From an optimization exercise on the open Yosys and OpenROAD flow, aimed at small area and a short achievable clock period; shortcuts taken in it are not production practice. At most, simulation tests tie the RTL to the original design; equivalence was not proved. Power is estimated from default activity; no workload was simulated.

== run A ==
// cic_decim
module cic_decim
  (
    input             clk_i,
    input             rst_i,
    input             en_i,
    input      [15:0] data_i,
    output     [15:0] data_o,
    input             act_i,
    input             act_out_i,
    output            val_o
  );
Settings: LEC_CHECK=0, CAP_MARGIN=20, CORE_MARGIN=2, CORE_UTILIZATION=40, SETUP_SLACK_MARGIN=1.9, SLEW_MARGIN=20; clock period 4.0 ns.
standard.sh (not shown) runs the stock make flow with config.mk's settings and CLKGATE_MAP_FILE= SYNTH_SCRIPT=/design/flow/synth_recipe.tcl, a recipe that flattens the netlist after the stock synthesis.
==> flow/flow/run.sh <==
#!/bin/bash
# The standard layout (standard.sh), except that synthesis maps the logic with
# ABC under a delay target (flow/abc_map.script) instead of ORFS's default ABC
# script.  Everything else in synthesis is the standard script
# (synth_recipe.tcl: synth -nofsm -noshare, flatten, renames), so the registers
# are the standard synthesis's.
set -euo pipefail
here=$(pwd)
export MY_ABC_SCRIPT=$here/flow/abc_map.script

# ORFS's synth.tcl with only the abc call's script changed (and its -D dropped)
sed 's|log_cmd abc {\*}\$abc_args$|set abc_args [lreplace $abc_args 1 1 $::env(MY_ABC_SCRIPT)]; set di [lsearch $abc_args -D]; if {$di >= 0} { set abc_args [lreplace $abc_args $di [expr {$di+1}]] }; log_cmd abc {*}$abc_args|' \
  "$FLOW_HOME/scripts/synth.tcl" > my_orfs_synth.tcl
grep -q MY_ABC_SCRIPT my_orfs_synth.tcl

# The standard flow's synthesis script, sourcing the changed synth.tcl
sed "s|source \$::env(SCRIPTS_DIR)/synth.tcl|source $here/my_orfs_synth.tcl|" synth_recipe.tcl > my_synth.tcl
grep -q my_orfs_synth.tcl my_synth.tcl

# The standard layout, with that synthesis script
sed "s|SYNTH_SCRIPT=[^ ]*|SYNTH_SCRIPT=$here/my_synth.tcl|" standard.sh > my_standard.sh
grep -q my_synth.tcl my_standard.sh

bash my_standard.sh > make.log 2>&1
==> flow/flow/abc_map.script <==
strash
dch -f
map -D 1200
topo
buffer -p
upsize -D 1200
dnsize -D 1200
stime -p
Run A went all the way through the flow, and no timing, DRC or antenna check failed.
diff inputs: run A => run B
Settings: SETUP_SLACK_MARGIN: 1.9 -> 1.5; CTS_CLUSTER_SIZE: unset -> 30; CTS_CLUSTER_DIAMETER: unset -> 100.
--- a/flow/flow/run.sh
+++ b/flow/flow/run.sh
@@ -4,3 +4,4 @@
-# script.  Everything else in synthesis is the standard script
-# (synth_recipe.tcl: synth -nofsm -noshare, flatten, renames), so the registers
-# are the standard synthesis's.
+# script, and leaves the adders to ABC too (no full/half-adder cell extraction).
+# Everything else in synthesis is the standard script (synth_recipe.tcl:
+# synth -nofsm -noshare, flatten, renames), so the registers are the standard
+# synthesis's.
@@ -13 +14,3 @@
-  "$FLOW_HOME/scripts/synth.tcl" > my_orfs_synth.tcl
+  "$FLOW_HOME/scripts/synth.tcl" > my_orfs_synth0.tcl
+# leave the adders' logic to ABC as well: no full/half-adder cell extraction
+sed 's/^  extract_fa {\*}\[dont_use_extract_fa_args\]$/  # extract_fa skipped/' my_orfs_synth0.tcl > my_orfs_synth.tcl
@@ -14,0 +18 @@
+grep -q "extract_fa skipped" my_orfs_synth.tcl
==> flow/flow/abc_map.script <==
strash
dch -f
map -D 1800
topo
buffer -p
upsize -D 1800
dnsize -D 1800
stime -p
--- outcome ---
Summary of run B over run A: non-clock buffer count shows a reduction of 13%; final area dropped 9.3%; final worst hold slack moved up; normalized max-slew margin fell by 0.59 points.
### run B -> run C
Settings: CTS_CLUSTER_SIZE: 30 -> 24; CTS_CLUSTER_DIAMETER: 100 -> 80.
--- a/flow/flow/run.sh
+++ b/flow/flow/run.sh
@@ -4,4 +4,3 @@
-# script, and leaves the adders to ABC too (no full/half-adder cell extraction).
-# Everything else in synthesis is the standard script (synth_recipe.tcl:
-# synth -nofsm -noshare, flatten, renames), so the registers are the standard
-# synthesis's.
+# script.  Everything else in synthesis is the standard script
+# (synth_recipe.tcl: synth -nofsm -noshare, flatten, renames), so the registers
+# are the standard synthesis's.
@@ -14,3 +13 @@
-  "$FLOW_HOME/scripts/synth.tcl" > my_orfs_synth0.tcl
-# leave the adders' logic to ABC as well: no full/half-adder cell extraction
-sed 's/^  extract_fa {\*}\[dont_use_extract_fa_args\]$/  # extract_fa skipped/' my_orfs_synth0.tcl > my_orfs_synth.tcl
+  "$FLOW_HOME/scripts/synth.tcl" > my_orfs_synth.tcl
@@ -18 +14,0 @@
-grep -q "extract_fa skipped" my_orfs_synth.tcl
==> flow/flow/abc_map.script <==
strash
dch -f
map -D 1200
topo
buffer -p
upsize -D 1200
dnsize -D 1200
stime -p
### Flow results
- What run C reported for wire length of the first global-routing pass has to be multiplied by 1.07 to get the figure for run B.
- dout[13] as the critical path capture point was reported by run C, and dout[9] by run B.
- Max final critical delay including setup and external delays across run C and run B: run B
- Compared with run B, run C shows a higher worst slew margin relative to its limit.
- Master of the slowest instance on the critical path = dfxtp_2: run B; master of the slowest instance on the critical path = ha_1: run C
- Changes observed in run C relative to run B: final worst slack rose by 0.37 ns; relative contribution of combinational cells to total power dropped 1.8 points; total power now smaller.
Edits applied to the flow inputs when going from run C to run D:
Settings: swapping 40 for 55 in CORE_UTILIZATION; swapping 24 for 30 in CTS_CLUSTER_SIZE; swapping 80 for 100 in CTS_CLUSTER_DIAMETER.
==> notes.md <==
Final hold slack: run C vs run D — no meaningful difference. Relative to run C, share of power burned in combinational logic has increased by 1.2 points in run D. Between run D and run C, global-route usage is lower for run C, run D comes in above that. Compared with run C, run D improves final standard cell area without fillers.
Relative to run D, the following input files were edited for run E:
Settings: CORE_UTILIZATION: 55 -> 40; SETUP_SLACK_MARGIN: 1.5 -> 1.7.
Run E vs. run D: clock network fraction of total power -1.0 points; number of global-route vias before repair +about 1.6%; routed length per instance -about 3.7%; fmax +about 1.3%.
Going from run D to run E, first-iteration detailed-routing DRC count -57; number of nets in the final layout +148; final wirelength +3.5%; number of cells upsized or downsized after cts +332.
Compared with run D, run E shows a higher fraction of final layout cells sized beyond drive strength 1.

---

The RTL this note starts from:
==> flow/design.v <==
module cic_decim
  (
    input             clk_i,
    input             rst_i,
    input             en_i,
    input      [15:0] data_i,
    output     [15:0] data_o,
    input             act_i,
    input             act_out_i,
    output            val_o
  );
  localparam W = 51;
  reg        rst_r, en_r, act_r, ao_r;
  reg [15:0] din_r;
  always @(posedge clk_i) begin
    rst_r <= rst_i;
    en_r  <= en_i;
    act_r <= act_i;
    ao_r  <= act_out_i;
    din_r <= data_i;
  end
  reg [W-1:0] i0, i1, i2, i3, i4;
  reg         a0, a1, a2, a3, a4;
  reg [W-1:0] d00, d01, d10, d11, d20, d21, d30, d31, d40, d41;
  reg [W-1:0] p0, p1, p2, p3;
  reg [15:0]  p4;
  reg         c0, c1, c2, c3;
  reg         vint;
  wire          g   = en_r & act_r;
  wire          upd = en_r & ao_r & a4;
  wire [W-1:0]  xin = {{(W-16){din_r[15]}}, din_r};
  always @(posedge clk_i) begin
    if (rst_r) begin
      i0 <= 0; i1 <= 0; i2 <= 0; i3 <= 0; i4 <= 0;
    end else begin
      i0 <= i0 + ({W{g}} & xin);
      i1 <= i1 + ({W{g}} & i0);
      i2 <= i2 + ({W{g}} & i1);
      i3 <= i3 + ({W{g}} & i2);
      i4 <= i4 + ({W{g}} & i3);
    end
  end
  always @(posedge clk_i) begin
    if (rst_r) begin
      a0 <= 1'b0; a1 <= 1'b0; a2 <= 1'b0; a3 <= 1'b0; a4 <= 1'b0;
    end else if (g) begin
      a0 <= 1'b1; a1 <= a0; a2 <= a1; a3 <= a2; a4 <= a3;
    end else if (en_r & ao_r) begin
      a4 <= 1'b0;
    end
  end
  wire [W-1:0] s0 = i4 - d01;
  wire [W-1:0] s1 = p0 - d11;
  wire [W-1:0] s2 = p1 - d21;
  wire [W-1:0] s3 = p2 - d31;
  wire [W-1:0] s4 = p3 - d41;
  always @(posedge clk_i) begin
    if (rst_r) begin
      d00 <= 0; d01 <= 0; d10 <= 0; d11 <= 0; d20 <= 0;
      d21 <= 0; d30 <= 0; d31 <= 0; d40 <= 0; d41 <= 0;
      p0 <= 0; p1 <= 0; p2 <= 0; p3 <= 0;
      c0 <= 1'b0; c1 <= 1'b0; c2 <= 1'b0; c3 <= 1'b0;
    end else if (upd) begin
      d00 <= i4; d01 <= d00;
      d10 <= p0; d11 <= d10;
      d20 <= p1; d21 <= d20;
      d30 <= p2; d31 <= d30;
      d40 <= p3; d41 <= d40;
      p0 <= s0; p1 <= s1; p2 <= s2; p3 <= s3;
      c0 <= 1'b1; c1 <= c0; c2 <= c1; c3 <= c2;
    end
  end
  wire [15:0] p4_cur  = rst_r ? 16'd0 : upd ? s4[W-1:W-16] : p4;
  wire        val_cur = rst_r ? 1'b0 : en_r ? (upd & c3) : vint;
  always @(posedge clk_i) begin
    p4   <= p4_cur;
    vint <= val_cur;
  end
  reg [15:0] dout;
  reg        vout;
  always @(posedge clk_i) begin
    if (rst_i) begin
      dout <= 16'd0;
      vout <= 1'b0;
    end else if (en_i) begin
      dout <= p4_cur;
      vout <= val_cur;
    end
  end
  assign data_o = dout;
  assign val_o  = vout;
endmodule
export LEC_CHECK = 0
export ABC_CLOCK_PERIOD_IN_PS = 2000
export CAP_MARGIN = 20
export CORE_MARGIN = 2
export CORE_UTILIZATION = 40
export SETUP_SLACK_MARGIN = 1.8
export SLEW_MARGIN = 20
create_clock -name core_clock -period 4.0 [get_ports {clk_i}]
run.sh (not shown) runs the stock make flow with config.mk's settings and CLKGATE_MAP_FILE= SYNTH_SCRIPT=/design/flow/synth_recipe.tcl, a recipe that flattens the netlist after the stock synthesis.
Stock flow here: none of the scripts above is used.
The first run finished with timing, DRC and antenna clean.
==> next run, changes <==
--- a/flow/config.mk
+++ b/flow/config.mk
@@ -6,8 +6,6 @@
 export NUM_CORES = 4
 export LEC_CHECK = 0
-export ABC_CLOCK_PERIOD_IN_PS = 2000
 export CAP_MARGIN = 20
 export CORE_MARGIN = 2
 export CORE_UTILIZATION = 40
-export SETUP_SLACK_MARGIN = 1.8
 export SLEW_MARGIN = 20
What happened:
- The changed run completed without violations
- power drops by 4.3%
- clock-buffer cell count climbs by 14
- sequential share of layout area climbs by 8.0 points
- routed wire length drops by 31%
- register-to-register slack degrades by 0.31 ns
- combinational power drops by 36%
- synthesized area stays the same
- worst setup slack degrades by 0.31 ns
- via count drops by 14%
- hold slack degrades by 0.026 ns
No functional check of the RTL was part of any run of this note.

---

Another version of the RTL of cic_decim (not shown whole).
For scale: about 7600 cells after synthesis, roughly 1000 flip-flops, roughly 38 I/O pins, roughly 58000 sq um of cells after synthesis.
// cic_decim
module cic_decim
  (
    input             clk_i,
    input             rst_i,
    input             en_i,
    input      [15:0] data_i,
    output     [15:0] data_o,
    input             act_i,
    input             act_out_i,
    output            val_o
  );
==> flow/config.mk <==
export PLATFORM = sky130hd
export DESIGN_NAME = cic_decim
export DESIGN_NICKNAME = cic_decim
export VERILOG_FILES = /design/flow/design.v
export SDC_FILE = /design/flow/constraint.sdc
export NUM_CORES = 4
export LEC_CHECK = 0
export CAP_MARGIN = 20
export CORE_MARGIN = 2
export CORE_UTILIZATION = 40
export CTS_CLUSTER_DIAMETER = 100
export CTS_CLUSTER_SIZE = 30
export SETUP_SLACK_MARGIN = 1.5
export SLEW_MARGIN = 20
==> flow/constraint.sdc <==
create_clock -name core_clock -period 4.0 [get_ports {clk_i}]
set_input_delay 0.8000 -clock core_clock [delete_from_list [all_inputs] [get_ports {clk_i}]]
set_output_delay 0.8000 -clock core_clock [all_outputs]
set_load 0.01 [all_outputs]
standard.sh (not shown) runs the stock make flow with config.mk's settings and CLKGATE_MAP_FILE= SYNTH_SCRIPT=/design/flow/synth_recipe.tcl, a recipe that flattens the netlist after the stock synthesis.
==> flow/flow/run.sh <==
#!/bin/bash
# The standard layout (standard.sh), except that synthesis maps the logic with
# ABC under a delay target (flow/abc_map.script) instead of ORFS's default ABC
# script.  Everything else in synthesis is the standard script
# (synth_recipe.tcl: synth -nofsm -noshare, flatten, renames), so the registers
# are the standard synthesis's.
set -euo pipefail
here=$(pwd)
export MY_ABC_SCRIPT=$here/flow/abc_map.script

# ORFS's synth.tcl with only the abc call's script changed (and its -D dropped)
sed 's|log_cmd abc {\*}\$abc_args$|set abc_args [lreplace $abc_args 1 1 $::env(MY_ABC_SCRIPT)]; set di [lsearch $abc_args -D]; if {$di >= 0} { set abc_args [lreplace $abc_args $di [expr {$di+1}]] }; log_cmd abc {*}$abc_args|' \
  "$FLOW_HOME/scripts/synth.tcl" > my_orfs_synth.tcl
grep -q MY_ABC_SCRIPT my_orfs_synth.tcl

# The standard flow's synthesis script, sourcing the changed synth.tcl
sed "s|source \$::env(SCRIPTS_DIR)/synth.tcl|source $here/my_orfs_synth.tcl|" synth_recipe.tcl > my_synth.tcl
grep -q my_orfs_synth.tcl my_synth.tcl

# The standard layout, with that synthesis script
sed "s|SYNTH_SCRIPT=[^ ]*|SYNTH_SCRIPT=$here/my_synth.tcl|" standard.sh > my_standard.sh
grep -q my_synth.tcl my_standard.sh

bash my_standard.sh > make.log 2>&1
==> flow/flow/abc_map.script <==
strash
dch -f
map -D 1200
topo
buffer -p
upsize -D 1200
dnsize -D 1200
stime -p
Edit:
--- a/flow/config.mk
+++ b/flow/config.mk
@@ -12,3 +12,3 @@
 export CTS_CLUSTER_SIZE = 30
-export SETUP_SLACK_MARGIN = 1.5
+export SETUP_SLACK_MARGIN = 1.7
 export SLEW_MARGIN = 20
Effect:
- via count grows by 1.9%
- utilization grows by 2.6 points
- power grows by 3.8%
Edit:
--- a/flow/flow/run.sh
+++ b/flow/flow/run.sh
@@ -3,5 +3,6 @@
 # ABC under a delay target (flow/abc_map.script) instead of ORFS's default ABC
-# script.  Everything else in synthesis is the standard script
-# (synth_recipe.tcl: synth -nofsm -noshare, flatten, renames), so the registers
-# are the standard synthesis's.
+# script, and leaves the adders to ABC too (no full/half-adder cell extraction).
+# Everything else in synthesis is the standard script (synth_recipe.tcl:
+# synth -nofsm -noshare, flatten, renames), so the registers are the standard
+# synthesis's.
 set -euo pipefail
@@ -12,4 +13,7 @@
 sed 's|log_cmd abc {\*}\$abc_args$|set abc_args [lreplace $abc_args 1 1 $::env(MY_ABC_SCRIPT)]; set di [lsearch $abc_args -D]; if {$di >= 0} { set abc_args [lreplace $abc_args $di [expr {$di+1}]] }; log_cmd abc {*}$abc_args|' \
-  "$FLOW_HOME/scripts/synth.tcl" > my_orfs_synth.tcl
+  "$FLOW_HOME/scripts/synth.tcl" > my_orfs_synth0.tcl
+# leave the adders' logic to ABC as well: no full/half-adder cell extraction
+sed 's/^  extract_fa {\*}\[dont_use_extract_fa_args\]$/  # extract_fa skipped/' my_orfs_synth0.tcl > my_orfs_synth.tcl
 grep -q MY_ABC_SCRIPT my_orfs_synth.tcl
+grep -q "extract_fa skipped" my_orfs_synth.tcl
 
==> flow/flow/abc_map.script (replaced) <==
strash
dch -f
map -D 1600
topo
buffer -p
upsize -D 1600
dnsize -D 1600
stime -p
--- a/flow/config.mk
+++ b/flow/config.mk
@@ -12,3 +12,3 @@
 export CTS_CLUSTER_SIZE = 30
-export SETUP_SLACK_MARGIN = 1.7
+export SETUP_SLACK_MARGIN = 1.5
 export SLEW_MARGIN = 20
What happened: The new run finished clean; via count went up by 9.0%; critical path depth went up by 3; area after synthesis is about the same.
Edit:
--- a/flow/flow/run.sh
+++ b/flow/flow/run.sh
@@ -3,6 +3,5 @@
 # ABC under a delay target (flow/abc_map.script) instead of ORFS's default ABC
-# script, and leaves the adders to ABC too (no full/half-adder cell extraction).
-# Everything else in synthesis is the standard script (synth_recipe.tcl:
-# synth -nofsm -noshare, flatten, renames), so the registers are the standard
-# synthesis's.
+# script.  Everything else in synthesis is the standard script
+# (synth_recipe.tcl: synth -nofsm -noshare, flatten, renames), so the registers
+# are the standard synthesis's.
 set -euo pipefail
@@ -13,7 +12,4 @@
 sed 's|log_cmd abc {\*}\$abc_args$|set abc_args [lreplace $abc_args 1 1 $::env(MY_ABC_SCRIPT)]; set di [lsearch $abc_args -D]; if {$di >= 0} { set abc_args [lreplace $abc_args $di [expr {$di+1}]] }; log_cmd abc {*}$abc_args|' \
-  "$FLOW_HOME/scripts/synth.tcl" > my_orfs_synth0.tcl
-# leave the adders' logic to ABC as well: no full/half-adder cell extraction
-sed 's/^  extract_fa {\*}\[dont_use_extract_fa_args\]$/  # extract_fa skipped/' my_orfs_synth0.tcl > my_orfs_synth.tcl
+  "$FLOW_HOME/scripts/synth.tcl" > my_orfs_synth.tcl
 grep -q MY_ABC_SCRIPT my_orfs_synth.tcl
-grep -q "extract_fa skipped" my_orfs_synth.tcl
 
==> flow/flow/abc_map.script (replaced) <==
strash
dch -f
map -D 1200
topo
buffer -p
upsize -D 1200
dnsize -D 1200
stime -p
--- a/flow/config.mk
+++ b/flow/config.mk
@@ -12,3 +12,3 @@
 export CTS_CLUSTER_SIZE = 30
-export SETUP_SLACK_MARGIN = 1.5
+export SETUP_SLACK_MARGIN = 1.4
 export SLEW_MARGIN = 20
What happened: Critical path depth came out lower by 13. Global-route usage came out lower by 2.0 points. Wire length came out lower by roughly a tenth. Final area came out lower by a few percent. Setup slack got worse by 0.064 ns. Total power came out lower by a few percent.
Edit:
--- a/flow/flow/run.sh
+++ b/flow/flow/run.sh
@@ -3,5 +3,6 @@
 # ABC under a delay target (flow/abc_map.script) instead of ORFS's default ABC
-# script.  Everything else in synthesis is the standard script
-# (synth_recipe.tcl: synth -nofsm -noshare, flatten, renames), so the registers
-# are the standard synthesis's.
+# script, and leaves the adders to ABC too (no full/half-adder cell extraction).
+# Everything else in synthesis is the standard script (synth_recipe.tcl:
+# synth -nofsm -noshare, flatten, renames), so the registers are the standard
+# synthesis's.
 set -euo pipefail
@@ -12,4 +13,7 @@
 sed 's|log_cmd abc {\*}\$abc_args$|set abc_args [lreplace $abc_args 1 1 $::env(MY_ABC_SCRIPT)]; set di [lsearch $abc_args -D]; if {$di >= 0} { set abc_args [lreplace $abc_args $di [expr {$di+1}]] }; log_cmd abc {*}$abc_args|' \
-  "$FLOW_HOME/scripts/synth.tcl" > my_orfs_synth.tcl
+  "$FLOW_HOME/scripts/synth.tcl" > my_orfs_synth0.tcl
+# leave the adders' logic to ABC as well: no full/half-adder cell extraction
+sed 's/^  extract_fa {\*}\[dont_use_extract_fa_args\]$/  # extract_fa skipped/' my_orfs_synth0.tcl > my_orfs_synth.tcl
 grep -q MY_ABC_SCRIPT my_orfs_synth.tcl
+grep -q "extract_fa skipped" my_orfs_synth.tcl
 
==> flow/flow/abc_map.script (replaced) <==
strash
dch -f
map -D 1400
topo
buffer -p
upsize -D 1400
dnsize -D 1400
stime -p
--- a/flow/config.mk
+++ b/flow/config.mk
@@ -12,3 +12,3 @@
 export CTS_CLUSTER_SIZE = 30
-export SETUP_SLACK_MARGIN = 1.4
+export SETUP_SLACK_MARGIN = 1.7
 export SLEW_MARGIN = 20
Outcome: Combinational power climbs by 10%. Cell count climbs by 15%. Power climbs by 4.1%. Register-to-register slack gets better by 0.11 ns. Global-route usage climbs by 2.9 points. Fmax climbs by 6.3%. Setup slack gets better by 0.15 ns.
Edit:
--- a/flow/config.mk
+++ b/flow/config.mk
@@ -12,3 +12,3 @@
 export CTS_CLUSTER_SIZE = 30
-export SETUP_SLACK_MARGIN = 1.7
+export SETUP_SLACK_MARGIN = 1.5
 export SLEW_MARGIN = 20
The changed run completed with no timing, DRC or antenna violations.
Final area falls by 5.6%.
Setup slack is worse by 0.078 ns.
Sequential share of layout area rises by 1.6 points.
Total power falls by 3.9%.
Final cell count shrinks by 1.2%.
Worst hold slack barely changes.
Via count falls by 2.2%.

what the ideal ports hide:
The flow's constraints put no driver on any port. The routed layouts listed below were extracted and timed again, unchanged, in two steps.
Step 1 assumes that a clkbuf_16 drives the clock port and a buf_2 every other input.
Step 2 moves the port delays by t, midway between the first and last clock arrival at a register: inputs arrive t later, outputs are due t later. That takes back most of the time a late clock gives input paths.
a / b / c = no drivers / after step 1 / after step 2; a / b = the first two.
| run | t, ns | setup WS [ns] | worst slew at a driven data input, ns |
|---|---|---|---|
| run A | 0.810 | 1.660 / 1.660 / 1.023 | 0.11 |
| run B | 0.751 | 1.179 / 1.179 / 0.935 | 0.06 |
| run C | 0.764 | 1.551 / 1.545 / 0.853 | 0.06 |
| run D | 0.746 | 1.523 / 1.488 / 0.943 | 0.05 |
| run E | 0.742 | 1.555 / 1.555 / 1.051 | 0.05 |
| the first run of note 2 | 0.847 | 0.378 / 0.378 / 0.378 | 0.10 |
| the second run of note 2 | 0.815 | 0.071 / 0.071 / 0.071 | 0.07 |
| the first run of note 3 | 0.754 | 1.570 / 1.493 / 0.882 | 0.13 |
| the second run of note 3 | 0.746 | 1.599 / 1.599 / 1.065 | 0.13 |
| the third run of note 3 | 0.762 | 1.530 / 1.528 / 0.845 | 0.08 |
| the fourth run of note 3 | 0.736 | 1.466 / 1.386 / 0.792 | 0.13 |
| the fifth run of note 3 | 0.770 | 1.616 / 1.616 / 1.068 | 0.18 |
| the sixth run of note 3 | 0.754 | 1.538 / 1.461 / 0.741 | 0.18 |
After both steps setup and hold are still met in every run listed. The setup slack of the sixth run of note 3, which loses most, moves by -0.077 ns with the drivers and by -0.797 ns with both steps.
